Context: an optimization exercise on an open-source flow, tuned for small area. The choices shown serve that exercise and are no tape-out recipe.
In this exercise RTL edits were held to simulation tests only and were not proved equivalent to the original.
Power is estimated from default activity; no workload was simulated.

===== flow/config.mk =====
export PLATFORM = sky130hd
export DESIGN_NAME = b14
export DESIGN_NICKNAME = b14
export VERILOG_FILES = /design/flow/design.v
export SDC_FILE = /design/flow/constraint.sdc
export NUM_CORES = 4
export LEC_CHECK = 0
export CAP_MARGIN = 20
export CORE_MARGIN = 2
export CORE_UTILIZATION = 40
export GPL_TIMING_DRIVEN = 0
export SLEW_MARGIN = 20

===== flow/constraint.sdc =====
create_clock -name core_clock -period 11.0 [get_ports {clock}]
set_input_delay 2.2000 -clock core_clock [delete_from_list [all_inputs] [get_ports {clock}]]
set_output_delay 2.2000 -clock core_clock [all_outputs]
set_load 0.01 [all_outputs]

===== flow/design.v =====
module b14 (clock, reset, addr, datai, datao, rd, wr);
input         clock;
input         reset;
output [31:0] addr;
input  [31:0] datai;
output [31:0] datao;
output        rd;
output        wr;
reg  [31:0] datao;
reg         rd;
reg         wr;
reg  [31:0] reg0, reg1, reg2, reg3;    
reg  [3:0]  vld;
reg         swp;                       
reg         B;
reg  [1:0]  d;
reg         state;                     
reg  [11:0] irf;                       
reg  [19:0] tail;                      
reg  [19:0] addr_lo;
reg         addr_hi;                   
assign addr = {{12{addr_hi}}, addr_lo};
wire fetch = ~state;
wire exec  = state;
wire        neg = datai[31];
wire [31:0] lo_nz;                     
assign lo_nz[0] = 1'b0;
wire [30:0] absd;
genvar gi;
generate for (gi = 0; gi < 31; gi = gi + 1) begin : g_abs
  assign lo_nz[gi+1] = lo_nz[gi] | datai[gi];
  assign absd[gi]    = datai[gi] ^ (neg & lo_nz[gi]);
end endgenerate
wire [1:0]  s    = irf[11:10];
wire [1:0]  mf   = irf[9:8];
wire [2:0]  df   = irf[7:5];
wire        cf   = irf[4];
wire [3:0]  ff   = irf[3:0];
wire [1:0]  rsel = s | {2{fetch}};
wire [1:0]  psel = {rsel[1], rsel[0] ^ (rsel[1] & swp)};
wire [3:0]  rs   = {psel == 2'd3, psel == 2'd2, psel == 2'd1, psel == 2'd0} & vld;
wire [31:0] r    = ({32{rs[0]}} & reg0) | ({32{rs[1]}} & reg1)
                 | ({32{rs[2]}} & reg2) | ({32{rs[3]}} & reg3);
wire [31:0] m = (mf == 2'd0) ? {12'd0, tail} : datai;
wire [2:0]  xs   = {mf[1] & mf[0] & swp, mf[1] & mf[0] & ~swp, mf[1] & ~mf[0]} & vld[3:1];
wire [19:0] xoff = ({20{xs[0]}} & reg1[19:0]) | ({20{xs[1]}} & reg2[19:0])
                 | ({20{xs[2]}} & reg3[19:0]);
wire [19:0] ea;
wire        ea_co;
rca #(20) u_ea (.a(tail), .b(xoff), .ci(1'b0), .s(ea), .co(ea_co));
wire alu_w   = ~cf & (df != 3'd7);            
wire st      = ~cf & (df == 3'd7);            
wire ff12    = (ff == 4'd12);
wire alu     = exec & alu_w;
wire cmpop   = exec & cf;
wire f_neg   = alu & (ff == 4'd0);
wire f_mov   = alu & (ff[3:2] == 2'b00) & (ff[1:0] != 2'b00);    
wire f_arith = alu & ((ff[3:2] == 2'b01) | (ff[3:2] == 2'b10));  
wire f_sub   = ff[3] ? ff[0] : ff[1];
wire f_shr   = alu & ff12 & ~mf[1];
wire f_shl   = alu & ff12 & mf[1];
wire adj     = cmpop & (ff[2:1] == 2'b11);    
wire        sx29   = r[31] & (|r[28:0]);     
wire [31:0] r29    = {{3{sx29}}, r[28:0]};    
wire [31:0] radj   = {r[31], r[30] & ~(adj & ~r[31]), r[29:0]};
wire        sel_r  = exec & ~(f_neg | f_mov | f_shr | f_shl);
wire [31:0] a = ({32{sel_r}} & radj)
              | ({32{fetch}} & r29)
              | ({32{f_shr}} & {r[31], r[31:1]})
              | ({32{f_shl}} & {r29[30:0], 1'b0});
wire        use_m  = exec & ~(f_shr | f_shl);
wire        inv_b  = cmpop | f_neg | (f_arith & f_sub);
wire [31:0] b      = (({32{use_m}} & m) ^ {32{inv_b}}) | {28'd0, fetch, 3'd0};
wire        cin    = inv_b | (f_shr & r[31] & r[0]);
wire [31:0] sum;
wire [10:0] s_b0;
wire [10:0] s0_1;
wire [9:0]  s0_2;
wire        c1, c0_1, c0_2;
rca #(11) u_b0 (.a(a[10:0]),  .b(b[10:0]),  .ci(cin),  .s(s_b0), .co(c1));
rca #(11) u_b1 (.a(a[21:11]), .b(b[21:11]), .ci(1'b0), .s(s0_1), .co(c0_1));
rca #(10) u_b2 (.a(a[31:22]), .b(b[31:22]), .ci(1'b0), .s(s0_2), .co(c0_2));
wire [11:0] p1;                         
wire [10:0] p2;                         
pfx11 u_p1 (.x(s0_1), .p(p1));
pfx10 u_p2 (.x(s0_2), .p(p2));
wire        c2  = c0_1 | (c1 & p1[11]);
wire        c32 = c0_2 | (c2 & p2[10]);
assign sum[10:0]  = s_b0;
assign sum[21:11] = s0_1 ^ ({11{c1}} & p1[10:0]);
assign sum[31:22] = s0_2 ^ ({10{c2}} & p2[9:0]);
wire        any0, any1, any2_7, any2_8, any2_10;
or11  u_z0 (.x(s_b0), .y(any0));
or11  u_z1 (.x(s0_1), .y(any1));
orp10 u_z2 (.x(s0_2), .y7(any2_7), .y8(any2_8), .y10(any2_10));
wire        nz1    = c1 ? ~p1[11] : any1;
wire        nz2_7  = c2 ? ~p2[7]  : any2_7;
wire        nz2_8  = c2 ? ~p2[8]  : any2_8;
wire        nz2_10 = c2 ? ~p2[10] : any2_10;
wire        nz29   = any0 | nz1 | nz2_7;       
wire        nz30   = any0 | nz1 | nz2_8;       
wire lt  = a[31] ^ b[31] ^ c32;
wire eq  = ~(any0 | nz1 | nz2_10);
wire cmp = (ff[2:1] == 2'b01) ? eq : (ff[2:1] == 2'b10) ? (lt | eq) : lt;
wire b_cmp = (cmp ^ ff[0]) | (ff[3] & B);
wire        sx30  = sum[31] & nz30;
wire        sx29t = sum[31] & nz29;
wire        t29   = f_shr & mf[0] & B;        
wire [31:0] w;
assign w[28:0]  = sum[28:0];
assign w[29]    = t29 ? sx29t : sum[29];
assign w[31:30] = t29 ? {2{sx29t}} : f_arith ? {2{sx30}} : sum[31:30];
reg [1:0] dn;
always @* begin
  dn = d;
  if (alu) begin
    case (df)
      3'd4: if (B)  dn = 2'd3;
      3'd5: if (~B) dn = 2'd3;
      3'd6: ;
      default: dn = df[1:0];
    endcase
  end
end
wire wr_d = alu & ~(ff == 4'd1) & ~(ff[3:2] == 2'b11 & ff[1:0] != 2'b00);
wire mv23 = alu & (ff == 4'd1);
wire [1:0] ldst = fetch ? 2'd3 : mv23 ? 2'd2 : dn;
wire [1:0] pdst = {ldst[1], ldst[0] ^ (ldst[1] & swp)};
wire       wany = wr_d | mv23 | fetch;
wire we0 = wany & (pdst == 2'd0);
wire we1 = wany & (pdst == 2'd1);
wire we2 = wany & (pdst == 2'd2);
wire we3 = wany & (pdst == 2'd3);
wire memop = cf | (alu_w & ~(ff[3:2] == 2'b11));
wire ld    = memop & (mf != 2'd0);
always @(posedge clock) begin
  if (we0) reg0 <= w;
  if (we1) reg1 <= w;
  if (we2) reg2 <= w;
  if (we3) reg3 <= w;
  irf  <= absd[30:19];
  tail <= absd[19:0];
end
always @(posedge clock) begin
  if (reset) begin
    vld <= 4'd0;
    swp <= 1'b0;
    B <= 1'b0; d <= 2'd0; state <= 1'b0;
    addr_lo <= 20'd0; addr_hi <= 1'b0;
    rd <= 1'b0; wr <= 1'b0;
    datao <= 32'd0;
  end else begin
    state <= ~state;
    d <= dn;
    if (we0) vld[0] <= 1'b1;
    if (we1) vld[1] <= 1'b1;
    if (we2) vld[2] <= 1'b1;
    if (we3) vld[3] <= 1'b1;
    if (mv23) swp <= ~swp;
    if (cmpop) B <= b_cmp;
    else if (f_shl & mf[0]) B <= 1'b0;
    if (fetch) begin
      addr_lo <= r[19:0];
      addr_hi <= r[31] & (|r[19:0]);
    end else if (ld | st) begin
      addr_lo <= ea;
      addr_hi <= 1'b0;
    end
    if (exec & st) datao <= r;
    rd <= fetch | (exec & ld);
    wr <= exec & st;
  end
end
endmodule
module rca #(parameter W = 32) (a, b, ci, s, co);
input  [W-1:0] a, b;
input          ci;
output [W-1:0] s;
output         co;
wire [W:0] c;
assign c[0] = ci;
genvar i;
generate for (i = 0; i < W; i = i + 1) begin : g
  assign s[i]   = a[i] ^ b[i] ^ c[i];
  assign c[i+1] = (a[i] & b[i]) | (a[i] & c[i]) | (b[i] & c[i]);
end endgenerate
assign co = c[W];
endmodule
module pfx11 (x, p);
input  [10:0] x;
output [11:0] p;
genvar i;
assign p[0] = 1'b1;
generate for (i = 0; i < 11; i = i + 1) begin : g
  assign p[i+1] = p[i] & x[i];
end endgenerate
endmodule
module pfx10 (x, p);
input  [9:0]  x;
output [10:0] p;
genvar i;
assign p[0] = 1'b1;
generate for (i = 0; i < 10; i = i + 1) begin : g
  assign p[i+1] = p[i] & x[i];
end endgenerate
endmodule
module or11 (x, y);
input  [10:0] x;
output        y;
assign y = |x;
endmodule
module orp10 (x, y7, y8, y10);
input  [9:0] x;
output       y7, y8, y10;
assign y7  = |x[6:0];
assign y8  = y7 | x[7];
assign y10 = y8 | x[8] | x[9];
endmodule

===== flow/flow/run.sh =====
#!/bin/bash
# The standard layout (standard.sh) with these changes:
#  - synthesis maps logic with an area-oriented ABC script (flow/area.abc);
#    registers, flattening and renaming are as in the standard flow's synthesis; the
#    small adder-tail modules (pfx11 pfx10 or11 orp10) are mapped on their
#    own, so that their structure follows the order the sum bits arrive in;
#  - port buffers are buf_1 instead of the default delay cells;
#  - a smaller clock tree: clkbuf_4 only, small sink clusters, no dummy loads.
set -euo pipefail
W=$PWD
export FLOW_WORK=$W
export AREA_ABC_SCRIPT=$W/flow/area.abc
bash standard.sh \
  SYNTH_SCRIPT=$W/flow/area_synth.tcl \
  SYNTH_KEEP_MODULES="pfx11 pfx10 or11 orp10" \
  BUFFER_PORTS_ARGS="-buffer_cell sky130_fd_sc_hd__buf_1" \
  CTS_ARGS="-sink_clustering_enable -repair_clock_nets -buf_list sky130_fd_sc_hd__clkbuf_4 -sink_clustering_size 8 -sink_clustering_max_diameter 40 -dont_use_dummy_load" \
  finish > flow_make.log 2>&1

===== flow/flow/area.abc =====
strash
dc2
&get -n
&deepsyn -T 30
&put
dch -f
amap
topo

===== flow/flow/area_synth.tcl =====
# The standard flow's synthesis (synth_recipe.tcl in the run's folder), with one change:
# ABC maps the logic with the area-oriented script flow/area.abc.
proc abc {args} {
  set i [lsearch -exact $args -script]
  if {$i >= 0} {
    set args [lreplace $args [expr {$i + 1}] [expr {$i + 1}] $::env(AREA_ABC_SCRIPT)]
  }
  yosys abc {*}$args
}
source $::env(FLOW_WORK)/synth_recipe.tcl

===== flow/standard.sh =====
#!/bin/bash
# synth_recipe.tcl (not shown) runs the flow's synth.tcl, then flattens the netlist and writes it again
# the make line also repeats each setting of config.mk as NAME=value (left out here)
make -C /OpenROAD-flow-scripts/flow DESIGN_CONFIG=/design/flow/config.mk WORK_HOME=/design/flow/orfs CLKGATE_MAP_FILE= SYNTH_SCRIPT=/design/flow/synth_recipe.tcl "${@:-finish}"

==> results.txt, run 1 <==
The flow ran to the end and the layout has no timing, DRC or antenna violations. The multi-input combinational cells in the finished layout cover a total of about 0.0048 mm². For flop-to-flop paths, the worst setup slack is between 400 and 500 ps.

met2 is the most crowded layer. The die span in y is ~170 µm. The cell area after technology mapping came out at ~0.011 mm². Input and output buffers added on the ports amount to about 100.

In the post-synthesis netlist, the biggest area contributors are sky130_fd_sc_hd__edfxtp_1 (35%), sky130_fd_sc_hd__dfxtp_1 (17%), sky130_fd_sc_hd__fa_1 (8.7%). The detailed router placed 9303 vias in this run. The number of antenna violations at the first check in global routing came to 2.

The total wire length came out at 34300 µm. Pin placement for this block handled 100 I/O pins. The maximum buffer depth of the clock tree came out at 3. Clock tree synthesis inserted a total of 40 buffers. The DRC violation total after the first TritonRoute iteration came out at a little under 900. The routability congestion estimate came out at about 0.86.

Among all stages on the critical path, the largest delay is contributed by sky130_fd_sc_hd__nor2_4. For this run, asynchronously set or reset flops after synthesis account for 0. The number of hold buffers added after cts came out at 0. The final net count came out at 1303. By startpoint and endpoint, the worst setup path is classified as flop to flop. For this configuration, the core starts out at a cell density of 0.408. STA puts the critical path data arrival time at between 10000 and 15000 ps. The count of fill cells added during filler insertion came out at 2590. Of all nets on the critical path, the largest fanout is 20. The HPWL reported at the end of detailed placement is 23400 µm. For this run, the number of Yosys warnings is 1. The total nets after synthesis is around 1100. The share of total power dissipated in combinational logic is 0.229.

The register area is 0.00575 mm². The clock skew after layout came out at 106 ps. The die is around 170 µm wide. The floorplan step defined a core boundary enclosing between 0.02 and 0.03 mm². The worst hold path begins at datao[21]. The count of max-cap constraint violations came out at 0. The number of register bits inferred by synthesis came out at approximately 220. The detail-routed via count per cell came out at roughly 6. The post-detailed-route count of antenna-violating nets is 0. The buffer count from post-CTS setup fixing is 0. The met3 global-route usage came out at 0.0491. The end point of the worst hold path is datao[21]. The share of layout cells above drive strength 1 came out at 0.0866. The number of cells in the finished layout apart from fillers is around 1600. The H-tree was split into 2 levels. Of the post-synthesis cell area, the dominant cell type holds 0.349.

Summed over all failing endpoints, the final setup total negative slack is 0 ps. The global routing usage summed across all routing layers came out at 0.238. The count of cells along the worst hold path is 2.

The residual DRC count came out at 0. The number of global-route vias before repair was roughly 8900. The count of TritonRoute iterations in the first routing pass is 8. The static leakage is between 4 and 5 nW. Setup repair after global routing left no endpoint under its margin. The critical path data required time is 11510 ps. The number of synthesized flops with an enable pin is 128. The count of final max-slew check failures is 0. The final number of hold-violating endpoints came out at 0.

The cell count after placement is about 1500. The most common flop cell mapped by yosys is sky130_fd_sc_hd__edfxtp_1. For the pin with the worst max-slew slack, the measured transition is between 1000 and 1500 ps.

The CTS tree is yes. The number of instances in the synthesized netlist came out at ~1100. The routing usage on met1 is 0.323.

The tree is rooted in a sky130_fd_sc_hd__clkbuf_4. Derived from the worst setup path, the maximum achievable clock frequency is between 90 and 100 MHz. The number of sinks driven by the clock tree came out at 223. The most repeated cell in the gate-level netlist after synthesis is sky130_fd_sc_hd__nor2_1. The core utilization of the finished layout is 0.467. The average size of a mapped cell came out at around 10 µm². The synthesis-to-finish area growth came out at 14.5%. The switching share of power is 0.320. The worst hold margin came out at 460 ps.

The met2 routing resource usage after global routing is 0.383. The fraction of the yosys area taken by sequential cells came out at 0.522. The depth of the most critical reg-to-reg path is 27. The class of the tightest hold or removal check is flop to flop. The library cell with the largest summed area after synthesis is sky130_fd_sc_hd__edfxtp_1. The clock network power share is 0.232. The die covers slightly below 0.03 mm².

The largest incremental delay on the critical path came out at around 690 ps. The commonest cells after synthesis are sky130_fd_sc_hd__nor2_1 (163), sky130_fd_sc_hd__edfxtp_1 (128), sky130_fd_sc_hd__clkinv_1 (115). In this run, distinct cell masters in the synthesized netlist total 39. Entering global routing, the biggest net connects 51 pins.

The average wire length per cell after detail routing is roughly 22 µm. The first global-routing pass estimated 51900 µm of wire. STA classifies the critical path endpoint as a flop.

The summed area of non-filler cells in the final layout is 0.0126 mm². The areal power density over the cells came out at between 150 and 200 mW/mm². The headroom to the max-slew limit came out at 0.220. The residual overflow from global routing is 0. The total setup violations reported at the end of the flow is 0.

The most repeated library cell on the critical path is sky130_fd_sc_hd__fa_1. The total placed instance area is ~0.012 mm². VDD sags by at most ~0.057 mV.

The final critical-path required period is 10530 ps. The clock-pin slew reported for the worst setup and hold paths after clock tree synthesis came out at approximately 80 ps. The number of placement rows is 60. The reg-to-reg critical path endpoint is addr_lo[19]. The clock latency on the worst-skew pair came out at roughly 680 ps. The final cycle utilization of the critical path is 0.957. The internal power component came out at between 1 and 1.5 mW. In this run the critical register-to-register path is launched from irf[9]. The worst setup path is launched from a flop. Of the total power, registers draw 0.538.

The switching component of the power came out at 0.622 mW.
critical path, delay by kind of cell, from the launching register on:
family / cells / cell delay [ps]
AO/OA/AOI/OAI: 3 / 600
adder cells (fa/ha/maj): 19 / 8090
buffers and inverters: 2 / 180
flip-flops: 1 / 520
AND/OR/NAND/NOR: 3 / 1040
cell usage in the layout (no fill, tap or decap), drive strengths merged, types with 8 or more instances in the layout:
master  count
and3       16
a22o       28
a211oi     10
a221oi     47
clkinv    113
nor4        8
a222oi     29
a31oi      16
a21oi      68
nor3       25
fa         48
o22a       12
clkbuf     41
o22ai      32
nand3      23
dfxtp      95
buf       135
edfxtp    128
o21ai      76
nor2      163
nand2      43
area by class of cell:
type,count,share of cell area
multi-input combinational,697,0.383
tap,341,0.0339
antenna,2,0.000397
sequential,223,0.456
buffer,16,0.00954
timing repair inverter,1,0.000397
timing repair buffer,121,0.0579
clock buffer,40,0.0238
inverter,115,0.0351
Yosys stat by module (local to each module, per instance):
module,area (µm²),flops+latches
orp10,27.5,0
or11,22.5,0
pfx11,81.3,0
b14,10800,223
pfx10,75.1,0
routing by layer:
metal | share of wire | wire length, µm
met5 | 0 | 0
met4 | 0.026 | 881
met3 | 0.084 | 2870
met2 | 0.46 | 15800
met1 | 0.43 | 14800
state kept, by name, summed over array words and instances, names as in the netlist:
name	flops
wr	1
irf	12
state	1
datao	32
B	1
reg2	32
reg1	32
rd	1
d	2
addr_lo	20
reg0	32
tail	19
swp	1
reg3	32
vld	4
addr_hi	1
power by group through the flow:
stage | Clock, mW | Sequential (mW) | Combinational (mW)
floorplan | 0 | 1.06 | 0.280
global placement | 0 | 1.06 | 0.413
detailed placement | 0 | 1.06 | 0.439
CTS | 0.462 | 1.04 | 0.441
global route | 0.499 | 1.05 | 0.496
finish | 0.452 | 1.05 | 0.445
what timing repair did:
action                                 in CTS  in global routing
setup endpoints to repair                   4                 13
resized for setup                           1                  5
endpoints found under the hold margin       0                  0
cloned                                      0                  1
logic make-up after synthesis:
family / Yosys count / synth area share
other: 2 / 0.000683
DFF: 223 / 0.522
adders and majority gates: 54 / 0.0942
buffers and inverters: 131 / 0.0502
and+or+nand+nor: 300 / 0.118
AOI/OAI and AO/OA: 341 / 0.214
how the worst max path moves through the flow:
stage	start	to	slack [ps]	cells after the start
after floorplan	state	reg0[30]	850	31
after global placement	state	reg2[30]	-3490	31
after detailed placement	state	reg2[30]	-60	30
after CTS	state	reg0[30]	60	30
after global routing	state	reg3[30]	70	34
final	irf[9]	addr_lo[19]	470	27
metrics by stage:
step	setup slack (ps)	total power [mW]
3_3_place_gp	-3490	1.48
4_1_cts	55.9	1.95
2_1_floorplan	855	1.34
5_1_grt	72.4	2.05
3_5_place_dp	-64.1	1.50
6_report	470	1.94
==> run 2: changes to the inputs <==
--- a/flow/flow/run.sh
+++ b/flow/flow/run.sh
@@ -14,5 +14,5 @@
   SYNTH_SCRIPT=$W/flow/area_synth.tcl \
   SYNTH_KEEP_MODULES="pfx11 pfx10 or11 orp10" \
   BUFFER_PORTS_ARGS="-buffer_cell sky130_fd_sc_hd__buf_1" \
-  CTS_ARGS="-sink_clustering_enable -repair_clock_nets -buf_list sky130_fd_sc_hd__clkbuf_4 -sink_clustering_size 8 -sink_clustering_max_diameter 40 -dont_use_dummy_load" \
+  CTS_ARGS="-sink_clustering_enable -repair_clock_nets -buf_list sky130_fd_sc_hd__clkbuf_4 -root_buf sky130_fd_sc_hd__clkbuf_8 -sink_clustering_size 10 -sink_clustering_max_diameter 45 -dont_use_dummy_load" \
   finish > flow_make.log 2>&1
--- a/flow/config.mk
+++ b/flow/config.mk
@@ -5,8 +5,8 @@
 export SDC_FILE = /design/flow/constraint.sdc
 export NUM_CORES = 4
 export LEC_CHECK = 0
-export CAP_MARGIN = 20
+export CAP_MARGIN = 5
 export CORE_MARGIN = 2
 export CORE_UTILIZATION = 40
 export GPL_TIMING_DRIVEN = 0
-export SLEW_MARGIN = 20
+export SLEW_MARGIN = 5
==> results.txt, run 2 <==
The flow ran to the end and the layout has no timing, DRC or antenna violations. The number of placement rows is 60. The worst flop-to-flop path startpoint is state. The top achievable clock speed came out at between 90 and 100 MHz. The path class of the tightest hold or removal check is flop to flop. TritonCTS built the clock tree. The clock latency on the worst-skew pair is about 540 ps. The worst setup slack for register-to-register paths is roughly 690 ps. The synthesized-area fraction occupied by and/or/nand/nor cells is 0.118. The clock skew after layout is ~81 ps.

Adding up every negative setup slack in the final design gives 0 ps. The post-detailed-route count of antenna-violating nets is 0. In this run, the number of DRC markers left after iteration 0 of detailed routing was between 800 and 900. The register area came out at 0.00575 mm². The number of synthesized flops with an enable pin came out at between 100 and 150.

The wire length of the first global-routing pass is a little over 50000 µm. The total setup violations reported at the end of the flow is 0. The residual overflow from global routing is 0. The synthesis-to-finish area growth is 13.8%. The post-synthesis xor/xnor area fraction is 0. The detail-routed via count per cell came out at around 6.0.

The residual DRC count came out at 0. The biggest area contributor in the post-synthesis netlist is sky130_fd_sc_hd__edfxtp_1. The areal power density over the cells is 154 mW/mm².

The largest incremental delay on the critical path is approximately 600 ps. The total power draw came out at between 1.5 and 2 mW. The unique cell type count in the Yosys netlist came out at 39. Buffers placed on the I/O ports in this run total 99. The routability congestion estimate came out at approximately 0.86. The most common cell in the synthesized netlist is sky130_fd_sc_hd__nor2_1.

The total via count in the routed design came out at about 9200. The post-synthesis compound-gate area fraction came out at 0.214. The number of H-tree branching levels is 2. The largest driver fanout on the critical path is 22. The signal arrival time at the worst endpoint is approximately 11000 ps. 100 I/O pins were placed. Summing every instance area after synthesis gives 0.0110 mm². The number of nets in the synthesized netlist is ~1100. The number of register bits inferred by synthesis came out at about 220. Summing all placed instances gives a cell area of 0.0122 mm². Headroom to the max-slew limit came out at 0.0862.

The die span in y is 170 µm. For this run, the number of Yosys warnings is 1. By area the synthesized netlist is led by sky130_fd_sc_hd__edfxtp_1 (35%), sky130_fd_sc_hd__dfxtp_1 (17%), sky130_fd_sc_hd__fa_1 (8.7%). The tree is rooted in a sky130_fd_sc_hd__clkbuf_8. The number of instances in the synthesized netlist came out at around 1100. The maximum buffer depth of the clock tree came out at 3. After synthesis, the share of flip-flops with an asynchronous set or reset is 0. The count of cells along the worst hold path is 2. The final number of hold-violating endpoints came to 0. The most repeated library cell on the critical path is sky130_fd_sc_hd__fa_1.

The average size of a mapped cell came out at approximately 10 µm². The startpoint of the most critical hold path is datao[20]. The number of hold buffers added after cts came out at 0. Buffers inserted during clock tree synthesis total 34.

The largest net degree at the start of global routing came out at 51. The count of final max-slew check failures is 0. The worst hold path terminates at datao[20]. The worst setup path is of the flop to flop kind. The worst setup path is launched from a flop.

The static leakage is just over 4 nW. The number of sinks driven by the clock tree came out at between 200 and 250. Clock-pin slew was measured on the worst setup and hold paths at approximately 100 ps. The multi-input combinational cells in the finished layout cover a total of around 0.0048 mm².

STA classifies the critical path endpoint as a flop. The share of layout cells above drive strength 1 came out at 0.0757. The most used flip-flop cell after synthesis is sky130_fd_sc_hd__edfxtp_1. The average wire length per cell after detail routing came out at 22.0 µm.

The number of antenna violations at the first check in global routing is 1. The largest voltage drop on the vdd net came out at 0.0553 mV. The number of global-route vias before repair came out at a little under 9000.

For the pin with the worst max-slew slack, the measured transition is 1370 ps. Setup repair after global routing left no endpoint under its margin. The area inside the core boundary came out at between 0.02 and 0.03 mm². The commonest cells after synthesis are sky130_fd_sc_hd__nor2_1 (163), sky130_fd_sc_hd__edfxtp_1 (128), sky130_fd_sc_hd__clkinv_1 (115). The fraction of the yosys area taken by sequential cells came out at 0.522. The summed area of non-filler cells in the final layout is approximately 0.013 mm². After clock tree synthesis, the setup repair step added 0 buffers. The reg-to-reg critical path endpoint is reg3[30].

In this design, the largest share of critical-path delay is due to adder cells. The count of fill cells added during filler insertion is 2580. The initial core utilization is 0.408.

In the layout the commonest cells are sky130_fd_sc_hd__nor2_1 (153), sky130_fd_sc_hd__edfxtp_1 (128), sky130_fd_sc_hd__clkinv_1 (111). The mux share of post-synthesis cell area came out at 0. The final critical-path required period came out at ~10000 ps. For this run, the total global-route usage over all layers was measured as 0.235. The depth of the most critical reg-to-reg path is 30. Once detailed placement completed, the half-perimeter wirelength came to about 23000 µm. The number of buffer and inverter instances along the worst setup path is 5. The net count of the finished layout is about 1300. The overall die width is 170 µm. Of the post-synthesis cell area, the dominant cell type holds 0.349. For this design, the slowest cell found on the critical path is sky130_fd_sc_hd__nor2_2. The floorplan step defined a die boundary enclosing between 0.02 and 0.03 mm². The total wire length is ~34000 µm. The critical path data required time came out at between 10000 and 15000 ps. Of the total synthesized cell area, the portion taken by full adders, half adders and majority gates is 0.0942.

Max-cap violations in this run came to 0. Dividing the final minimum period by the clock period gives 0.938. The count of TritonRoute iterations in the first routing pass came out at 8. After synthesis, the largest family of logic cells by area is compound AO/OA/AOI/OAI gates. The worst hold margin came out at between 400 and 500 ps. Leaving out fill and tap cells, the most frequent cell in the layout is sky130_fd_sc_hd__nor2_1.
run 2: cell counts after synthesis:
No cell type changed its count.
run 2: modules after synthesis (local to each module, per instance):
module / flops+latches / times used / cells inside
orp10: 0 / 1 / 5
pfx11: 0 / 1 / 13
b14: 223 / 1 / 1013
pfx10: 0 / 1 / 12
or11: 0 / 2 / 4
run 2: cell families after synthesis:
family | after synthesis
AO/OA/AOI/OAI | 341
AND/OR/NAND/NOR | 300
flip-flops | 223
buffers and inverters | 131
adder cells (fa/ha/maj) | 54
other | 2
run 2: worst register-to-register path: cells and delay by family (launching register included):
| kind | cells | cell delay, ps |
|---|---|---|
| adder cells (fa/ha/maj) | 11 | 4540 |
| AND/OR/NAND/NOR | 9 | 2430 |
| AO/OA/AOI/OAI | 5 | 1440 |
| buffers and inverters | 5 | 1130 |
| flip-flops | 1 | 530 |
run 2: what timing repair did:
item	4_1_cts	5_1_grt
gates resized for setup	2	7
cloned	0	1
endpoints found under the setup margin	13	14
run 2: final cells by class:
cell class                 instances  area share
timing repair inverter             1    0.000400
tap                              341      0.0341
inverter                         115      0.0354
timing repair buffer             116      0.0552
antenna                            1    0.000200
multi-input combinational        697       0.383
sequential                       223       0.459
buffer                            16     0.00960
clock buffer                      34      0.0229
run 2: metrics by stage:
step	std cells	utilization	worst slack, ps
finish	1544	0.464	686
global route	1544	0.464	120
CTS	1542	0.463	45.8
detailed placement	1508	0.452	-783
global placement	1491	0.438	-3490
floorplan	1051	-	855
run 2: how the worst max path moves through the flow:
stage,from,endpoint,slack (ps),depth (start not counted)
6_report,state,reg3[30],690,30
3_5_place_dp,state,reg3[30],-780,30
5_1_grt,state,reg2[30],120,32
3_3_place_gp,state,reg2[30],-3490,31
2_1_floorplan,state,reg0[30],850,31
4_1_cts,state,reg3[30],50,30
run 2: power by group:
group | total (mW) | internal, mW | leakage [nW] | switching, mW
clock network | 0.438 | 0.163 | 0.169 | 0.275
registers | 1.05 | 1.01 | 1.99 | 0.0365
logic | 0.444 | 0.144 | 1.99 | 0.300
total | 1.93 | 1.32 | 4.15 | 0.611
run 2: layer usage:
metal  up-vias  wire [µm]  GRT usage
li1       4284          -          -
met1      4449      14400      0.322
met2       416      15900      0.383
met3        50       3060     0.0477
met4         0        659     0.0595
met5         -          0          0
==> run 3: changes to the inputs <==
--- a/flow/config.mk
+++ b/flow/config.mk
@@ -7,6 +7,6 @@
 export LEC_CHECK = 0
 export CAP_MARGIN = 5
 export CORE_MARGIN = 2
-export CORE_UTILIZATION = 40
+export CORE_UTILIZATION = 65
 export GPL_TIMING_DRIVEN = 0
 export SLEW_MARGIN = 5
==> results.txt, run 3 <==
The clock latency on the worst-skew pair came out at between 500 and 600 ps. The static leakage came out at 4.10 nW. After routing the design area is between 0.01 and 0.015 mm². The count of cells along the worst hold path is 2.

The kind of capture point of the worst setup path is a flop. The global routing usage summed across all routing layers is 0.343. The share of total power dissipated in combinational logic is 0.233. The tree is rooted in a sky130_fd_sc_hd__clkbuf_8. The total wire length came out at about 31000 µm. The HPWL reported at the end of detailed placement is about 21000 µm. The count of yosys warnings during synthesis is 1. The min-delay analysis places its worst path in the category flop to flop. Hold timing on the final database bottoms out at a slack of 455 ps. The synthesis-to-finish area growth is 11.4%. The number of buffers inserted during clock tree synthesis is 30. The fraction of the yosys area taken by sequential cells came out at 0.522. Setup repair after global routing left no endpoint under its margin. The number of global-route vias before repair came out at approximately 8800. After global routing the overflow that remains totals 0. Synthesis produced a netlist with a net count of between 1000 and 1500.

STA puts the critical path data required time at 11450 ps. The fraction of synthesized cell area taken by the top area cell type is 0.349. In the post-route analysis, the smallest setup slack over all paths is approximately 430 ps.

After clock tree synthesis, the clock-pin slew on the worst setup and hold paths is around 110 ps. The average size of a mapped cell came out at between 10 and 15 µm². Across the run, the number of max-cap violations was 0.

The total placed instance area is 0.0120 mm². Of all nets on the critical path, the largest fanout is 20. The routability congestion estimate is between 0.9 and 1. In this run the count of I/O pins placed on the die edge is 100. The total via count in the routed design came out at around 9400.

The areal power density over the cells is between 150 and 200 mW/mm². The switching share of power is 0.314. The port buffer count is 99.

STA classifies the critical path startpoint as a flop. The number of synthesized flops with an enable pin came out at ~130. The most repeated cell in the gate-level netlist after synthesis is sky130_fd_sc_hd__nor2_1.

The DRC violation total after the first TritonRoute iteration came out at approximately 1100. The largest net degree at the start of global routing is 37. Measured against its own limit, the worst slew margin works out to 0.107.

The count of nets left with antenna violations once routing finished came out at 0. From left edge to right edge, the die measures 134 µm. 0 antenna diodes ended up in the layout. OpenSTA, run right after detailed placement, puts the worst setup slack at -439 ps. The largest voltage drop on the vdd net came out at 0.107 mV. The internal power component came out at approximately 1.3 mW. The cell area after technology mapping came out at between 0.01 and 0.015 mm². The number of placement rows is 47. The total power draw came out at roughly 1.9 mW. The final net count came out at about 1300. For this run, the share of the core covered by cells in the final layout is 0.739.

The most used flip-flop cell after synthesis is sky130_fd_sc_hd__edfxtp_1. The area enclosed by the die boundary came out at between 0.015 and 0.02 mm². The unique cell type count in the Yosys netlist is 39. The final critical-path required period came out at about 11000 ps. The CTS tree is yes. Ranked by total cell area, the synthesized netlist is headed by sky130_fd_sc_hd__edfxtp_1 (35%), sky130_fd_sc_hd__dfxtp_1 (17%), sky130_fd_sc_hd__fa_1 (8.7%). The final number of hold-violating endpoints came out at 0.

The first global-routing pass estimated between 40000 and 50000 µm of wire. The number of antenna violations at the first check in global routing is 0. The top achievable clock speed came out at 94.7 MHz. The final cycle utilization of the critical path is 0.960. The number of register bits inferred by synthesis is approximately 220. The share of total power dissipated in sequential elements is 0.556.

The tree built by TritonCTS fans out to between 200 and 250 sinks. The count of TritonRoute iterations in the first routing pass is 9. The commonest cells after synthesis are sky130_fd_sc_hd__nor2_1 (163), sky130_fd_sc_hd__edfxtp_1 (128), sky130_fd_sc_hd__clkinv_1 (115). The share of layout cells above drive strength 1 is 0.0702. The die is 134 µm tall. The run finished with no timing, DRC or antenna violations.

The number of instances in the synthesized netlist is around 1100. The worst register-to-register path has a depth of 26. The clock arrives with between 50 and 60 ps of skew.

For the pin with the worst max-slew slack, the measured transition is approximately 1300 ps. The maximum buffer depth of the clock tree came out at 3. For this design the total switching power over the nets is approximately 0.59 mW. The detail-routed via count per cell is ~6.6. The number of setup buffers added after CTS is 0. The count of final max-slew check failures came out at 0. The number of H-tree branching levels came out at 1. The async set-or-reset flop fraction in the synthesized netlist is 0. The area inside the core boundary came out at 0.0166 mm². Data arrives at the worst endpoint at about 11000 ps. The clock network power share is 0.211. The most common cell after layout, fill and taps aside is sky130_fd_sc_hd__nor2_1. The library cells used most frequently in the layout, excluding fill and tap cells, are sky130_fd_sc_hd__nor2_1 (152), sky130_fd_sc_hd__edfxtp_1 (128), sky130_fd_sc_hd__clkinv_1 (112).

The largest total area in the synthesized netlist belongs to sky130_fd_sc_hd__edfxtp_1. The residual DRC count is 0. For this configuration, the core starts out at a cell density of 0.663. Setup violations remaining at the end of the flow were counted as 0. The average wire length per cell after detail routing came out at roughly 22 µm. The critical path class is flop to flop.
run 3: cells by family after synthesis:
group,synth area share
other,0.000683
buffers and inverters,0.0502
AOI/OAI and AO/OA,0.214
and+or+nand+nor,0.118
adders and majority gates,0.0942
DFF,0.522
run 3: final cells by class:
type	instances	area, µm²
Clock buffer	30	244
Buffer	16	120
Multi-Input combinational cell	697	4790
Inverter	115	442
Tap cell	220	275
Timing Repair inverter	1	5.00
Sequential cell	223	5750
Fill cell	1239	4330
Timing Repair Buffer	114	628
run 3: worst paths after layout:
path | startpoint | to | slack [ps]
hold reg to reg | datao[20] | datao[20] | 460
setup / recovery | irf[9] | addr_lo[19] | 430
setup reg to reg | irf[9] | addr_lo[19] | 430
hold / removal | datao[20] | datao[20] | 460
run 3: Yosys stat by module (local to each module, per instance):
module  cells inside  flops+latches  copies in the design  area (µm²)
or11               4              0                     2        22.5
orp10              5              0                     1        27.5
pfx11             13              0                     1        81.3
b14             1013            223                     1       10800
pfx10             12              0                     1        75.1
run 3: critical path: stages (launching register included):
cell	delay, ps
sky130_fd_sc_hd__dfxtp_1	470
sky130_fd_sc_hd__and3_1	1000
sky130_fd_sc_hd__a222oi_1	240
sky130_fd_sc_hd__clkinv_1	100
sky130_fd_sc_hd__ha_1	170
sky130_fd_sc_hd__clkinv_1	100
sky130_fd_sc_hd__fa_1	430
sky130_fd_sc_hd__fa_1	430
sky130_fd_sc_hd__fa_1	430
sky130_fd_sc_hd__fa_1	440
sky130_fd_sc_hd__fa_1	430
sky130_fd_sc_hd__fa_1	440
sky130_fd_sc_hd__fa_1	440
sky130_fd_sc_hd__fa_1	450
sky130_fd_sc_hd__fa_1	430
sky130_fd_sc_hd__fa_1	440
sky130_fd_sc_hd__fa_1	460
sky130_fd_sc_hd__fa_1	460
sky130_fd_sc_hd__fa_1	440
sky130_fd_sc_hd__fa_1	440
sky130_fd_sc_hd__fa_1	450
sky130_fd_sc_hd__fa_1	440
sky130_fd_sc_hd__fa_1	450
sky130_fd_sc_hd__fa_1	430
sky130_fd_sc_hd__nor2_1	120
sky130_fd_sc_hd__a211oi_1	50
sky130_fd_sc_hd__a2111oi_0	280
run 3: routing by layer:
metal | up-vias | routed length (µm) | GRT usage
met1 | 4392 | 12300 | 0.472
met3 | 100 | 3480 | 0.0718
li1 | 4267 | - | -
met4 | 0 | 1110 | 0.126
met2 | 595 | 14100 | 0.548
met5 | - | 0 | 0
run 3: repair_timing:
item	4_1_cts	5_1_grt
endpoints found under the setup margin	13	5
resized for setup	2	6
gates cloned	0	1
hold buffers	0	0
run 3: per-stage QoR:
stage               instances  TNS, ps
floorplan                1051        0
global placement         1370  -200380
detailed placement       1385    -1760
CTS                      1415        0
global route             1416        0
finish                   1416        0
run 3: power by group through the flow:
stage	clock [mW]	sequential [mW]	combinational, mW
after floorplan	0	1.06	0.280
after global placement	0	1.06	0.399
after detailed placement	0	1.06	0.426
after CTS	0.399	1.04	0.429
after global routing	0.427	1.05	0.480
final	0.396	1.05	0.439
==> run 4: changes to the inputs <==
--- a/flow/config.mk
+++ b/flow/config.mk
@@ -7,6 +7,7 @@
 export LEC_CHECK = 0
 export CAP_MARGIN = 5
 export CORE_MARGIN = 2
-export CORE_UTILIZATION = 65
+export CORE_UTILIZATION = 75
 export GPL_TIMING_DRIVEN = 0
+export PLACE_DENSITY = 0.8
 export SLEW_MARGIN = 5
==> results.txt, run 4 <==
The flow ran to the end and the layout has no timing, DRC or antenna violations. The overall die width is 125 µm. The clock latency on the worst-skew pair came out at approximately 560 ps. The cell area that synthesis handed to floorplanning was between 0.01 and 0.015 mm². The async set-or-reset flop fraction in the synthesized netlist came out at 0. STA classifies the critical path endpoint as a flop. The first routing iteration left 1480 violations. The critical path class is flop to flop. The number of placement rows came out at 44. The number of H-tree branching levels is 1. The post-synthesis compound-gate area fraction is 0.214.

The routed layout has 9646 vias. The residual overflow from global routing is 0. The switching share of power is 0.316. The average size of a mapped cell came out at 10.5 µm². The largest family of logic cells by synthesized area is compound AO/OA/AOI/OAI gates. The number of synthesized flops with an enable pin came out at between 100 and 150. The count of TritonRoute iterations in the first routing pass is 6. Summed over all layers, the routed wires come to roughly 31000 µm.

The fraction of synthesized cell area taken by the top area cell type is 0.349. The number of hold buffers added after cts is 0. In the synthesized netlist the dominant register cell turns out to be sky130_fd_sc_hd__edfxtp_1.

The register share of total power came out at 0.559. The area enclosed by the die boundary is ~0.016 mm². The placed instances occupy a cell area of roughly 0.012 mm².

The static leakage is 4.08 nW. Entering global routing, the biggest net connects 37 pins. The detail route stage leaves a number of antenna-violating nets equal to 0. When the netlist entered floorplanning its net count stood at between 1000 and 1500.

The total power draw came out at approximately 1.9 mW. The port buffer count came out at 99. Sorting the synthesized cells by how often they occur yields sky130_fd_sc_hd__nor2_1 (163), sky130_fd_sc_hd__edfxtp_1 (128), sky130_fd_sc_hd__clkinv_1 (115). Among all stages on the critical path, the largest delay is contributed by sky130_fd_sc_hd__nor2_2.

The final critical-path required period came out at between 10000 and 15000 ps. The count of antenna diodes in the layout came out at 0. The signal arrival time at the worst endpoint came out at between 10000 and 15000 ps.

The areal power density over the cells is 154 mW/mm². For the worst setup path, the data required time is roughly 11000 ps. The number of global-route vias before repair came out at 9233. The sort of element at the start of the critical path is a flop. The synthesis-to-finish area growth came out at 10.6%. The count of max-cap constraint violations came out at 0. After the last flow step, the layout net total stands at 1283. The mux share of post-synthesis cell area came out at 0. The clock-pin slew reported for the worst setup and hold paths after clock tree synthesis is approximately 110 ps. The global routing usage summed across all routing layers came out at 0.392. Counting flops and latches in the post-synthesis netlist gives ~220. The internal power component came out at around 1.3 mW. The summed area of non-filler cells in the final layout is 0.0122 mm². The first global-routing pass estimated between 40000 and 50000 µm of wire. The clock skew after layout is 44.5 ps. In this run the clock root is driven by a sky130_fd_sc_hd__clkbuf_8. The maximum buffer depth of the clock tree is 3.

The area inside the core boundary is between 0.01 and 0.015 mm². The top achievable clock speed came out at roughly 93 MHz. The largest driver fanout on the critical path is 11.

Leaving out fill and tap cells, the most frequent cell in the layout is sky130_fd_sc_hd__nor2_1. The clock network power share is 0.205. The library cells used most frequently in the layout, excluding fill and tap cells, are sky130_fd_sc_hd__nor2_1 (154), sky130_fd_sc_hd__edfxtp_1 (128), sky130_fd_sc_hd__clkinv_1 (112). The total setup violations reported at the end of the flow is 0. The die span in y is around 130 µm.

The analysis attributes to net switching a power of approximately 0.59 mW. The share of layout cells above drive strength 1 came out at 0.0671. Of the total synthesized cell area, the portion taken by full adders, half adders and majority gates is 0.0942. The share of total power in combinational logic is 0.236.

The HPWL reported at the end of detailed placement is about 22000 µm. The count of cells along the worst hold path came out at 2. The largest voltage drop on the vdd net came out at between 0.1 and 0.15 mV.

The count of final max-slew check failures came to 0. TritonCTS built the clock tree. The routability congestion estimate is 0.951. The most common cell in the synthesized netlist is sky130_fd_sc_hd__nor2_1.

Measured against its own limit, the worst slew margin works out to 0.0813. Counting every sink on the clock net gives between 200 and 250. The detail-routed via count per cell is 7.01. For this run, the number of Yosys warnings is 1.

On the final layout, the worst hold slack is between 400 and 500 ps. The final number of hold-violating endpoints is 0. Sorting the synthesized cells by area gives the leading types as sky130_fd_sc_hd__edfxtp_1 (35%), sky130_fd_sc_hd__dfxtp_1 (17%), sky130_fd_sc_hd__fa_1 (8.7%). After detailed routing, the average wire length per cell comes to between 20 and 25 µm. The unique cell type count in the Yosys netlist is 39. The core utilization of the finished layout came out at 0.843. The share of the Yosys chip area taken by registers is 0.522. The post-synthesis xor/xnor area fraction is 0. The number of antenna violations at the first check in global routing came to 0. Setup repair after global routing left no endpoint under its margin. The depth of the most critical reg-to-reg path came out at 28.

The top-level port count came out at 100. The largest total area in the synthesized netlist belongs to sky130_fd_sc_hd__edfxtp_1. The largest incremental delay on the critical path is around 600 ps. Counting stages on the worst path, the most repeated cell is sky130_fd_sc_hd__fa_1. The initial core utilization is 0.763.

The synthesized-area fraction occupied by and/or/nand/nor cells came out at 0.118. The number of instances in the synthesized netlist came out at ~1100. The tightest min-delay check is of the flop to flop type.

TritonCTS created 28 clock buffers. For this run, design rule violations remaining after detail routing come to 0. The worst-margin pin slew is between 1000 and 1500 ps. The final cycle utilization of the critical path is 0.974.
run 4: cell counts after synthesis:
Identical to the previous run, type by type.
run 4: power groups by stage:
| stage | logic, mW | clock network [mW] | registers (mW) |
|---|---|---|---|
| 5_1_grt | 0.478 | 0.413 | 1.05 |
| 3_3_place_gp | 0.392 | 0 | 1.06 |
| 4_1_cts | 0.427 | 0.384 | 1.04 |
| 3_5_place_dp | 0.425 | 0 | 1.06 |
| 6_report | 0.442 | 0.385 | 1.05 |
| 2_1_floorplan | 0.280 | 0 | 1.06 |
run 4: worst max-delay path, delay by kind of cell (launching register included):
| family | cells | cell delay, ps |
|---|---|---|
| and+or+nand+nor | 3 | 860 |
| adders and majority gates | 19 | 8100 |
| buffers and inverters | 3 | 420 |
| DFF | 1 | 480 |
| AOI/OAI and AO/OA | 3 | 680 |
run 4: layer usage:
layer	routed length, µm	vias to the layer above	global-route usage
met2	14700	809	0.635
met3	3950	148	0.0907
met5	0	-	0
met1	11400	4431	0.517
li1	-	4258	-
met4	1380	0	0.167
run 4: path summary, 6_finish.rpt:
check / from / end / slack (ps)
worst max register to register: irf[9] / addr_lo[19] / 280
worst min register to register: datao[20] / datao[20] / 470
worst min-delay path: datao[20] / datao[20] / 470
worst max-delay path: irf[9] / addr_lo[19] / 280
run 4: area by class of cell:
cell class	count	area, µm²
Timing Repair Buffer	113	604
Timing Repair inverter	1	5.00
Buffer	16	120
Clock buffer	28	229
Fill cell	860	2260
Inverter	115	442
Multi-Input combinational cell	697	4790
Tap cell	184	230
Sequential cell	223	5750
run 4: cell families (layout without fill, tap and decap cells):
group	Yosys count	in the layout
fa+ha+maj	54	54
compound gates	341	341
buf+inv	131	273
simple gates	300	300
other cells	2	2
flops	223	223
run 4: metrics by stage:
stage / cells / worst slack, ps / setup TNS (ps)
after floorplan: 1051 / 855 / 0
after global placement: 1334 / -2780 / -156090
after detailed placement: 1348 / -244 / -976
after CTS: 1376 / 288 / 0
after global routing: 1377 / 20.2 / 0
final: 1377 / 281 / 0
run 4: per-module statistics from Yosys, one instance, submodules excluded:
module	times used	flops+latches	cells	cell area (µm²)
or11	2	0	4	22.5
pfx10	1	0	12	75.1
b14	1	223	1013	10800
pfx11	1	0	13	81.3
orp10	1	0	5	27.5
run 4: repair_timing:
action                                  CTS  global route
resized for setup                         1             8
buffers inserted                          0             0
endpoints found under the setup margin    4             6
gates cloned                              0             1
==> run 5: changes to the inputs <==
==> flow/flow/area.abc (replaced) <==
strash
dc2
&get -n
&deepsyn -T 60
&put
dch -f
amap
topo
==> results.txt, run 5 <==
The flow ran to the end and the layout has no timing, DRC or antenna violations. STA classifies the critical path startpoint as a flop. The final number of hold-violating endpoints came out at 0. The total nets after synthesis came out at between 1000 and 1500. The number of register bits inferred by synthesis came out at approximately 220. The async set-or-reset flop fraction in the synthesized netlist is 0. The global routing usage summed across all routing layers came out at 0.405. The top-level port count is 100.

The count of nets left with antenna violations once routing finished came out at 0. The count of buffers added on input and output ports is 99. The number of global-route vias before repair was 9681.

The initial utilization of the core area, before any placement, comes to 0.769. The commonest cells after synthesis are sky130_fd_sc_hd__clkinv_1 (158), sky130_fd_sc_hd__edfxtp_1 (128), sky130_fd_sc_hd__nor2_1 (118). The largest net degree at the start of global routing came out at 33. Dividing the final minimum period by the clock period gives 0.975. The synthesized netlist occupies a cell area of 0.0112 mm². The die is around 130 µm wide. In the post-route analysis, the smallest setup slack over all paths is ~280 ps.

The critical path class is flop to flop. The clock skew after layout is 60.6 ps. Wires add up to 32500 µm. STA classifies the critical path endpoint as a flop. The routed layout has roughly 10000 vias. The critical-path cell with the highest stage delay is sky130_fd_sc_hd__nor3_2.

The unique cell type count in the Yosys netlist came out at 39. The static leakage came out at between 4 and 5 nW. The worst hold margin came out at ~460 ps. The area inside the core boundary is ~0.015 mm².

Across the VDD grid, the largest voltage drop is 0.150 mV. The largest incremental delay on the critical path is 690 ps. The cell count after placement came out at around 1400.

Using the TritonRoute via totals, the vias-per-cell ratio works out to approximately 7. The number of synthesized flops with an enable pin came out at roughly 130. Measured in cells, the most critical reg-to-reg path has a length of 28. The share of synthesized area in the top cell type comes to 0.344. The headroom to the max-slew limit came out at 0.170.

After the flow finishes, the layout carries non-filler instances totaling approximately 1400. The library cell with the largest summed area after synthesis is sky130_fd_sc_hd__edfxtp_1. The cell count after synthesis came out at 1066. After the last flow step, the layout net total stands at 1303. The final critical-path required period is between 10000 and 15000 ps. The most numerous cell type found on the critical path is sky130_fd_sc_hd__fa_1. The share of layout cells above drive strength 1 came out at 0.0940. The areal power density over the cells came out at ~150 mW/mm². The area growth from synthesis to layout is 12.3%.

The footprint of the multi-input gates is about 0.005 mm². The top cell types in the final layout, fill and taps aside, are sky130_fd_sc_hd__clkinv_1 (155), sky130_fd_sc_hd__edfxtp_1 (128), sky130_fd_sc_hd__nor2_1 (110). The number of buffers inserted during clock tree synthesis is 29.

TritonCTS built the clock tree. The count of cells along the worst hold path is 2. The signal arrival time at the worst endpoint is ~11000 ps.

The clock latency on the worst-skew pair came out at 570 ps. The wire length of the first global-routing pass is 50000 µm. The class of the tightest hold or removal check is flop to flop.

In this run the worst path has a maximum fanout of 8. The count of final max-slew check failures was 0. The worst setup slack for register-to-register paths is around 280 ps. The average wire length per cell after detail routing is 23.3 µm. The fraction of the yosys area taken by sequential cells came out at 0.514.

The HPWL reported at the end of detailed placement is approximately 22000 µm. The worst slack after detailed placement came out at -2940 ps. The count of fill cells added during filler insertion came out at between 700 and 800. The number of H-tree branching levels came out at 1.

The DRC violation total after the first TritonRoute iteration came out at 1491. The reg-to-reg critical path endpoint is addr_lo[19]. The top achievable clock speed is 93.2 MHz. The count of max-cap constraint violations came out at 0.

The count of antenna diodes in the layout is 0. The number of placement rows is 44. The path with the worst hold slack has its endpoint at datao[29]. The register area came out at around 0.0057 mm². The average size of a mapped cell came out at about 10 µm². The number of antenna violations at the first check in global routing came out at 0. The total setup violations reported at the end of the flow is 0.

At the end of routability-driven placement, the weighted congestion stood at between 0.9 and 1. The most common cell after layout, fill and taps aside is sky130_fd_sc_hd__clkinv_1. The clock tree root driver cell is sky130_fd_sc_hd__clkbuf_8. The worst hold path begins at datao[29]. The maximum buffer depth of the clock tree is 3. The die span in y is ~130 µm. At the pin with the least slew margin, the transition time is ~1200 ps. Clock-pin slew was measured on the worst setup and hold paths at 100 ps. In the routed design, unresolved DRC markers number 0. The count of TritonRoute iterations in the first routing pass is 6.

The residual overflow from global routing came out at 0. In this run the critical register-to-register path is launched from swp. For this run, the number of Yosys warnings is 1. In the synthesized netlist the dominant register cell turns out to be sky130_fd_sc_hd__edfxtp_1. In the post-synthesis netlist, the cell with the most instances is sky130_fd_sc_hd__clkinv_1. The number of sinks driven by the clock tree is about 220. For the worst setup path, the data required time is 11430 ps. Yosys attributes the largest share of cell area to sky130_fd_sc_hd__edfxtp_1 (34%), sky130_fd_sc_hd__dfxtp_1 (17%), sky130_fd_sc_hd__fa_1 (8.6%).

The area enclosed by the die boundary is about 0.016 mm².
[run 5: how the worst max path moves through the flow]
stage                  endpoint  cells after the start  startpoint  slack, ps
finish              addr_lo[19]                     28         swp        280
global placement       reg2[30]                     28       state      -3670
global route            irf[11]                     60    datai[1]       -170
detailed placement      irf[11]                     59   datai[31]      -2940
CTS                     irf[11]                     59   datai[31]         70
floorplan               irf[11]                     58    datai[1]       -110
[run 5: logic make-up after synthesis]
| group | synth area share |
|---|---|
| compound gates | 0.218 |
| fa+ha+maj | 0.0927 |
| flops | 0.514 |
| other cells | 0.000672 |
| xor+xnor | 0.000784 |
| buf+inv | 0.0638 |
| simple gates | 0.110 |
[run 5: per-layer routing]
layer,GRT usage,up-vias,part of all wire
met5,0,-,0
met4,0.199,0,0.052
met3,0.0888,182,0.13
met2,0.648,881,0.47
met1,0.531,4584,0.34
li1,-,4308,-
[run 5: layout make-up]
| type | instances | share of cell area |
|---|---|---|
| Sequential cell | 223 | 0.458 |
| Timing Repair Buffer | 118 | 0.0540 |
| Inverter | 158 | 0.0478 |
| Clock buffer | 29 | 0.0188 |
| Buffer | 16 | 0.00957 |
| Multi-Input combinational cell | 669 | 0.394 |
| Tap cell | 184 | 0.0183 |
[run 5: critical path: cells and delay by family, from the launching register on]
kind | cells | cell delay [ps]
adders and majority gates | 19 | 8210
DFF | 1 | 360
buffers and inverters | 3 | 440
AOI/OAI and AO/OA | 3 | 710
xor gates and xnor gates | 1 | 140
and+or+nand+nor | 2 | 750
[run 5: what timing repair did]
item	4_1_cts	5_1_grt
resized for setup	34	33
pin swaps	1	1
cloned	0	0
hold buffers	0	0
setup endpoints to repair	97	47
buffers inserted	1	0
[run 5: Yosys stat by module (local to each module, per instance)]
module	area (µm²)	flip-flops and latches	cells inside
pfx11	81.3	0	13
or11	22.5	0	4
orp10	27.5	0	5
pfx10	75.1	0	12
b14	10900	223	1028
[run 5: per-stage QoR]
step / util / area (µm²) / setup TNS (ps) / total power [mW]
floorplan: - / 11200 / -109 / 1.31
global placement: 0.811 / 11800 / -281530 / 1.42
detailed placement: 0.838 / 12200 / -90960 / 1.45
CTS: 0.857 / 12500 / 0 / 1.83
global route: 0.864 / 12600 / -191 / 1.93
finish: 0.864 / 12600 / 0 / 1.86
[run 5: where the power goes]
group / switching [mW] / internal [mW]
Sequential: 0.0389 / 0.997
Combinational: 0.291 / 0.140
Clock: 0.261 / 0.134
Total: 0.591 / 1.27
==> run 6: changes to the inputs <==
==> flow/flow/area.abc (replaced) <==
strash
dc2
&get -n
&deepsyn -T 30
&put
dch -f
amap
topo
--- a/flow/config.mk
+++ b/flow/config.mk
@@ -7,7 +7,7 @@
 export LEC_CHECK = 0
 export CAP_MARGIN = 5
 export CORE_MARGIN = 2
-export CORE_UTILIZATION = 75
+export CORE_UTILIZATION = 85
 export GPL_TIMING_DRIVEN = 0
-export PLACE_DENSITY = 0.8
+export PLACE_DENSITY = 0.9
 export SLEW_MARGIN = 5
==> results.txt, run 6 <==
The number of register bits inferred by synthesis came out at between 200 and 250. The most common flop cell mapped by yosys is sky130_fd_sc_hd__edfxtp_1. The most repeated cell in the gate-level netlist after synthesis is sky130_fd_sc_hd__nor2_1. In the post-synthesis netlist, the biggest area contributors are sky130_fd_sc_hd__edfxtp_1 (35%), sky130_fd_sc_hd__dfxtp_1 (17%), sky130_fd_sc_hd__fa_1 (8.7%). The worst slack after detailed placement is -631 ps. The total nets after synthesis is approximately 1100. The flow did not finish. During placement, the flow inserted port buffers numbering 99.

The initialized floorplan defines 41 standard-cell rows. The number of buffers inserted during clock tree synthesis is 27. The mux share of post-synthesis cell area is 0. Of the total synthesized cell area, the portion taken by AND, OR, NAND and NOR gates is 0.118.

The die is between 100 and 150 µm tall. The cell count after placement came out at 1335. In this run the count of I/O pins placed on the die edge is 100. The largest net degree at the start of global routing came out at 37.

The number of synthesized flops with an enable pin is approximately 130. The number of H-tree branching levels is 1. The cell area after technology mapping came out at approximately 0.011 mm². Progress stopped at 5_1_grt. Of the total synthesized cell area, the portion taken by full adders, half adders and majority gates is 0.0942. The number of sinks driven by the clock tree is roughly 220. The unique cell type count in the Yosys netlist is 39. The initial core utilization came out at 0.872. Summed over all layers, the global routing overflow is between 80 and 90. The commonest cells after synthesis are sky130_fd_sc_hd__nor2_1 (163), sky130_fd_sc_hd__edfxtp_1 (128), sky130_fd_sc_hd__clkinv_1 (115).

The post-synthesis compound-gate area fraction came out at 0.214. Of the total synthesized cell area, the portion taken by XOR and XNOR cells is 0. The maximum buffer depth of the clock tree is 3. The number of hold buffers added after cts came out at 0. For this run, the number of Yosys warnings is 1. The first error in the log reads "[ERROR GRT-0232] Routing congestion too high. Check the congestion heatmap in the GUI". The global routing usage summed across all routing layers is 0.851. The largest family of logic cells by synthesized area is compound AO/OA/AOI/OAI gates. Of the post-synthesis cell area, the dominant cell type holds 0.349. Summed over all nets, the half-perimeter wirelength after detailed placement is roughly 25000 µm. The cell count after synthesis came out at about 1100. A synthesized cell averages 10.5 µm². The share of the Yosys chip area taken by registers is 0.522.

The overall die width is 118 µm. Summed over all instances, the cell type with the most area after synthesis is sky130_fd_sc_hd__edfxtp_1. For this run, asynchronously set or reset flops after synthesis account for 0. At the end of routability-driven placement, the weighted congestion stood at a little under 1.

In this run the clock root is driven by a sky130_fd_sc_hd__clkbuf_8.
==> run 6: modules after synthesis (local to each module, per instance) <==
module / flops+latches / area, µm² / cells
pfx10: 0 / 75.1 / 12
or11: 0 / 22.5 / 4
pfx11: 0 / 81.3 / 13
b14: 223 / 10800 / 1013
orp10: 0 / 27.5 / 5
==> run 6: per-layer routing <==
metal / track usage / GRT overflow
met1: 0.863 / 2
met2: 0.962 / 32
met3: 0.745 / 6
met4: 0.864 / 47
met5: 0.331 / 1
==> run 6: stage by stage <==
stage / instance area [µm²] / utilization
2_1_floorplan: 11000 / -
3_3_place_gp: 11600 / 0.918
3_5_place_dp: 11900 / 0.941
4_1_cts: 12100 / 0.960
==> run 6: cell families after synthesis <==
group,after synthesis
AO/OA/AOI/OAI,341
AND/OR/NAND/NOR,300
flip-flops,223
buffers and inverters,131
adder cells (fa/ha/maj),54
other,2
==> run 6: timing repair <==
action,4_1_cts
setup endpoints to repair,13
resized for setup,6
setup buffers,0
==> run 6: power groups by stage <==
stage	Sequential [mW]	Combinational, mW	Clock [mW]
floorplan	1.06	0.280	0
global placement	1.06	0.386	0
detailed placement	1.07	0.439	0
CTS	1.05	0.470	0.385
==> run 6: worst max path at each step <==
stage | from | cells past startpoint | slack (ps) | to
CTS | state | 33 | 100 | reg0[30]
detailed placement | state | 33 | -630 | reg0[30]
global placement | state | 31 | -2630 | reg0[30]
floorplan | state | 31 | 850 | reg0[30]

what the ideal ports hide:
The results above use ideal ports. As a check the final layouts listed here were re-extracted and re-timed, cells and wires unchanged.
Step 1 sets driving cells, clkbuf_16 on the clock port and buf_2 on the other inputs (assumed; they add their load-dependent delay and slew).
Step 2 times the ports against the registers' clock, not the clock port: input delays grow and output delays shrink by t, the midpoint of the rising clock arrivals with the driver on.
a / b / c = no drivers / after step 1 / after step 2; a / b = the first two.
run	t, ns	slack for setup (ns)	worst register clock-pin slew, ns
run 1	0.669	0.470 / 0.470 / 0.470	0.09 / 0.09
run 2	0.540	0.686 / 0.686 / 0.686	0.12 / 0.12
run 3	0.578	0.435 / 0.435 / 0.435	0.12 / 0.12
run 4	0.574	0.281 / 0.281 / 0.281	0.11 / 0.11
run 5	0.583	0.275 / 0.275 / 0.251	0.12 / 0.12
After both steps setup and hold are still met in every run listed. For run 5, which loses most, drivers alone change the setup slack by 0.000 ns; drivers and shift together by -0.024 ns.
